Source: an optimization exercise on an open RTL-to-GDS flow (aim: small area, a short achievable clock period and few clock cycles). Production flows keep margins and buffers that such runs may drop.
Where RTL was checked, it was by simulation tests only, not by an equivalence proof against the original.
Power figures rest on the tool's default switching activity, not on a simulated workload.

==> module sort3, before the edit <==
module sort3(
	input	[7:0]	a, m, b,
	input			am, ab, mb,
	output	[7:0]	lo, md, hi,
	output			m_lo, m_hi
);
assign hi = (am & ab) ? a : (!am & mb) ? m : b;
assign lo = (!am & !ab) ? a : (am & !mb) ? m : b;
assign md = (am ^ ab) ? a : (am ^ mb) ? b : m;
assign m_hi = !am & mb;
assign m_lo = am & !mb;
endmodule
==> module CU, before the edit <==
module CU(
	input						clk,
	input						rst,
	output reg	[1:0]		ph,
	output reg	[17:0]	rd_pair,		 
	output reg				border,		 
	output reg	[18:0]	out_address,
	output reg				out_valid
);
localparam NPAIR = 153600;            
localparam RD_START = 18'd261904;     
localparam RD_LAST  = 18'd153839;     
reg	[1:0]	warm;                       
reg	[3:0]	m15;                        
wire [17:0] opair = out_address[18:1];
wire row_first = ~|opair[17:8] & ~&opair[7:4] & ~(opair[7:4] == 4'hE & &opair[3:0]);
wire row_last = (opair[17:8] == 10'h257) & (|opair[7:4] | &opair[3:0]);
wire row_border = row_first | row_last;
wire rd_wrap = &(rd_pair | ~RD_LAST);
wire op_wrap = &(opair | ~(NPAIR - 1));
reg first;
always @(posedge clk or negedge rst) begin
	if (!rst) begin
		first <= 1'b1;
		ph <= 2'd0;
		warm <= 2'd0;
		m15 <= 4'd0;
		out_valid <= 1'b0;
	end else begin
		first <= 1'b0;
		ph <= (ph == 2'd2) ? 2'd0 : ph + 2'd1;
		if (ph == 2'd2 && warm != 2'd3) warm <= warm + 2'd1;
		if (ph == 2'd1 && warm == 2'd3 && &opair[3:0])
			m15 <= (m15 == 4'd14) ? 4'd0 : m15 + 4'd1;
		out_valid <= (ph == 2'd1 && warm[1]) || (ph == 2'd0 && warm == 2'd3);
	end
end
always @(posedge clk) begin
	if (first)
		rd_pair <= 18'd0;
	else if (ph == 2'd2)
		rd_pair <= rd_wrap ? RD_START : rd_pair - 18'd479;
	else
		rd_pair <= rd_pair + 18'd240;
	if (first)
		out_address[18:1] <= 18'd0;
	else if (ph == 2'd1 && warm == 2'd3)
		out_address[18:1] <= op_wrap ? 18'd0 : opair + 18'd1;
	out_address[0] <= (ph == 2'd0);
	border <= row_border || (m15 == 4'd14 && opair[3:1] == 3'b111 && (opair[0] == (ph == 2'd2)));
end
endmodule
==> module DU, before the edit <==
module DU(
	input						clk,
	input			[1:0]		ph,
	input						border,
	input			[7:0]		q_a,
	input			[7:0]		q_b,
	output reg	[7:0]		out
);
reg [7:0] ra;
reg [7:0] rb, b1, b2;
reg [7:0] st, sm, sb;
reg p1, p2, shift;
reg s_am, s_ab, s_mb;
wire [7:0] st_n = p1 ? b2 : sm;
wire [7:0] sm_n = p1 ? b1 : p2 ? ra : sb;
wire [7:0] sb_n = p1 ? rb : q_a;
wire am_n, ab_n, mb_n;
ge8 c0(.a(st_n), .b(sm_n), .y(am_n));
ge8 c1(.a(st_n), .b(sb_n), .y(ab_n));
ge8 c2(.a(sm_n), .b(sb_n), .y(mb_n));    
always @(posedge clk) begin
	p1 <= (ph == 2'd0);
	p2 <= (ph == 2'd1);
	shift <= (ph != 2'd2);
	ra <= q_a;
	rb <= q_b; b1 <= rb; b2 <= b1;
	st <= st_n;
	sm <= sm_n;
	sb <= sb_n;
	s_am <= am_n;
	s_ab <= ab_n;
	s_mb <= mb_n;
end
wire [7:0] s_lo, s_md, s_hi;
wire       s_tlo, s_thi;
sort3 srt(.a(st), .m(sm), .b(sb), .am(s_am), .ab(s_ab), .mb(s_mb), .lo(s_lo), .md(s_md), .hi(s_hi), .m_lo(s_tlo), .m_hi(s_thi));
reg [7:0] l_lo, l_md, l_hi;
reg       lc_lo, lc_md, lc_hi;    
wire      cr_lo, cr_md, cr_hi;    
reg [7:0] c_lo, c_md, c_hi;
reg       c_tlo, c_thi;
reg [7:0] r_lo, r_md, r_hi;
reg       r_tlo, r_thi;
always @(posedge clk) begin
	if (shift) begin
		l_lo <= c_lo; l_md <= c_md; l_hi <= c_hi;
		lc_lo <= cr_lo; lc_md <= cr_md; lc_hi <= cr_hi;
		c_lo <= r_lo; c_md <= r_md; c_hi <= r_hi; c_tlo <= r_tlo; c_thi <= r_thi;
		r_lo <= s_lo; r_md <= s_md; r_hi <= s_hi; r_tlo <= s_tlo; r_thi <= s_thi;
	end
end
wire [7:0] c_mid = c_tlo ? c_lo : c_thi ? c_hi : c_md;
wire [7:0] mx_lo, md_md, mn_hi;
comparator_9 cmp(
	.l_lo(l_lo), .l_md(l_md), .l_hi(l_hi),
	.c_lo(c_lo), .c_md(c_md), .c_hi(c_hi),
	.r_lo(r_lo), .r_md(r_md), .r_hi(r_hi),
	.lc_lo(lc_lo), .lc_md(lc_md), .lc_hi(lc_hi),
	.cr_lo(cr_lo), .cr_md(cr_md), .cr_hi(cr_hi),
	.x(mx_lo), .y(md_md), .z(mn_hi)
);
reg [7:0] x, y, z;
always @(posedge clk) begin
	x <= border ? c_mid : mx_lo;
	y <= border ? c_mid : md_md;
	z <= border ? c_mid : mn_hi;
end
wire [7:0] med;
med3 m3(.a(x), .b(y), .c(z), .y(med));
always @(posedge clk) out <= med;
endmodule
make LEC_CHECK=0 CAP_MARGIN=20 CORE_MARGIN=2 CORE_UTILIZATION=60 CTS_BUF_LIST=sky130_fd_sc_hd__clkbuf_16 CTS_CLUSTER_DIAMETER=100 CTS_CLUSTER_SIZE=30 PLACE_DENSITY=0.75 SETUP_SLACK_MARGIN=4.5 SLEW_MARGIN=20 finish   # period 7.0 ns
run.sh (not shown) runs the stock make flow with config.mk's settings and CLKGATE_MAP_FILE= SYNTH_SCRIPT=/design/flow/synth_recipe.tcl, a recipe that flattens the netlist after the stock synthesis.
The starting point went through all stages and came out clean.
Testbench counts at the start, summed over its fixed seeds: cycles 1,843,232.
Edit:
--- a/flow/design.v
+++ b/flow/design.v
@@ -39,14 +39,17 @@
 ge8 g2(.a(b), .b(c), .y(bc));
 assign y = (ab ^ ac) ? a : (ab ^ bc) ? c : b;
 endmodule
 module sort3(
 	input	[7:0]	a, m, b,
-	input			am, ab, mb,
 	output	[7:0]	lo, md, hi,
 	output			m_lo, m_hi
 );
+wire am, ab, mb;
+ge8 g0(.a(a), .b(m), .y(am));
+ge8 g1(.a(a), .b(b), .y(ab));
+ge8 g2(.a(m), .b(b), .y(mb));
 assign hi = (am & ab) ? a : (!am & mb) ? m : b;
 assign lo = (!am & !ab) ? a : (am & !mb) ? m : b;
 assign md = (am ^ ab) ? a : (am ^ mb) ? b : m;
 assign m_hi = !am & mb;
 assign m_lo = am & !mb;
@@ -69,38 +72,33 @@
 wire row_first = ~|opair[17:8] & ~&opair[7:4] & ~(opair[7:4] == 4'hE & &opair[3:0]);
 wire row_last = (opair[17:8] == 10'h257) & (|opair[7:4] | &opair[3:0]);
 wire row_border = row_first | row_last;
 wire rd_wrap = &(rd_pair | ~RD_LAST);
 wire op_wrap = &(opair | ~(NPAIR - 1));
-reg first;
 always @(posedge clk or negedge rst) begin
 	if (!rst) begin
-		first <= 1'b1;
-		ph <= 2'd0;
+		ph <= 2'd1;           
 		warm <= 2'd0;
+		rd_pair <= 18'd0;
+		out_address[18:1] <= 18'd0;
 		m15 <= 4'd0;
 		out_valid <= 1'b0;
 	end else begin
-		first <= 1'b0;
 		ph <= (ph == 2'd2) ? 2'd0 : ph + 2'd1;
 		if (ph == 2'd2 && warm != 2'd3) warm <= warm + 2'd1;
-		if (ph == 2'd1 && warm == 2'd3 && &opair[3:0])
-			m15 <= (m15 == 4'd14) ? 4'd0 : m15 + 4'd1;
+		if (ph == 2'd2)
+			rd_pair <= rd_wrap ? RD_START : rd_pair - 18'd479;
+		else
+			rd_pair <= rd_pair + 18'd240;
+		if (ph == 2'd1 && warm == 2'd3) begin
+			out_address[18:1] <= op_wrap ? 18'd0 : opair + 18'd1;
+			if (&opair[3:0]) m15 <= (m15 == 4'd14) ? 4'd0 : m15 + 4'd1;
+		end
 		out_valid <= (ph == 2'd1 && warm[1]) || (ph == 2'd0 && warm == 2'd3);
 	end
 end
 always @(posedge clk) begin
-	if (first)
-		rd_pair <= 18'd0;
-	else if (ph == 2'd2)
-		rd_pair <= rd_wrap ? RD_START : rd_pair - 18'd479;
-	else
-		rd_pair <= rd_pair + 18'd240;
-	if (first)
-		out_address[18:1] <= 18'd0;
-	else if (ph == 2'd1 && warm == 2'd3)
-		out_address[18:1] <= op_wrap ? 18'd0 : opair + 18'd1;
 	out_address[0] <= (ph == 2'd0);
 	border <= row_border || (m15 == 4'd14 && opair[3:1] == 3'b111 && (opair[0] == (ph == 2'd2)));
 end
 endmodule
 module DU(
@@ -112,35 +110,24 @@
 	output reg	[7:0]		out
 );
 reg [7:0] ra;
 reg [7:0] rb, b1, b2;
 reg [7:0] st, sm, sb;
-reg p1, p2, shift;
-reg s_am, s_ab, s_mb;
-wire [7:0] st_n = p1 ? b2 : sm;
-wire [7:0] sm_n = p1 ? b1 : p2 ? ra : sb;
-wire [7:0] sb_n = p1 ? rb : q_a;
-wire am_n, ab_n, mb_n;
-ge8 c0(.a(st_n), .b(sm_n), .y(am_n));
-ge8 c1(.a(st_n), .b(sb_n), .y(ab_n));
-ge8 c2(.a(sm_n), .b(sb_n), .y(mb_n));    
+reg p1, p2, shift;    
 always @(posedge clk) begin
 	p1 <= (ph == 2'd0);
 	p2 <= (ph == 2'd1);
 	shift <= (ph != 2'd2);
 	ra <= q_a;
 	rb <= q_b; b1 <= rb; b2 <= b1;
-	st <= st_n;
-	sm <= sm_n;
-	sb <= sb_n;
-	s_am <= am_n;
-	s_ab <= ab_n;
-	s_mb <= mb_n;
+	st <= p1 ? b2 : sm;
+	sm <= p1 ? b1 : p2 ? ra : sb;
+	sb <= p1 ? rb : q_a;
 end
 wire [7:0] s_lo, s_md, s_hi;
 wire       s_tlo, s_thi;
-sort3 srt(.a(st), .m(sm), .b(sb), .am(s_am), .ab(s_ab), .mb(s_mb), .lo(s_lo), .md(s_md), .hi(s_hi), .m_lo(s_tlo), .m_hi(s_thi));
+sort3 srt(.a(st), .m(sm), .b(sb), .lo(s_lo), .md(s_md), .hi(s_hi), .m_lo(s_tlo), .m_hi(s_thi));
 reg [7:0] l_lo, l_md, l_hi;
 reg       lc_lo, lc_md, lc_hi;    
 wire      cr_lo, cr_md, cr_hi;    
 reg [7:0] c_lo, c_md, c_hi;
 reg       c_tlo, c_thi;
After rerunning: The new run finished clean. Routed wire length climbs by 18%. Clock skew hardly moves. Final area climbs by 11%. Die area drops by 1.4%. Cell count climbs by 6.0%. Fmax drops by 32%. Global-route usage climbs by 3.3 points. Hold slack got worse by 3.1 ps. Count of clock-buffer cells in the layout climbs by 1. Power drops by 6.4%. Worst setup slack got worse by 1200 ps. Clock power climbs by 7.7%.
For the second run of this note, only the layout was checked, not whether the RTL still works.

afterwards: timing with drivers on the ports:
The flow's constraints put no driver on any port. The routed layouts listed below were extracted and timed again, unchanged, in two steps.
Step 1 (the two cells are an assumption about what drives the block):
set clk [get_ports {clk}]
set_driving_cell -lib_cell sky130_fd_sc_hd__clkbuf_16 $clk
set_driving_cell -lib_cell sky130_fd_sc_hd__buf_2 [delete_from_list [all_inputs] $clk]
Step 2 also shifts input and output timing later by t, the mid clock arrival at the registers, as if the neighbouring blocks saw the same clock.
Three values: no drivers, after step 1, after step 2; two values: the first two.
run	t (ns)	slack for setup (ns)	worst setup path after step 2
the first run	0.504	4.526 / 4.484 / 4.072	input to register
the second run	0.514	3.356 / 3.356 / 3.356	register to register
After both steps every run listed still meets setup and hold. For the first run, which loses most, drivers alone change the setup slack by -0.042 ns; drivers and shift together by -0.454 ns.
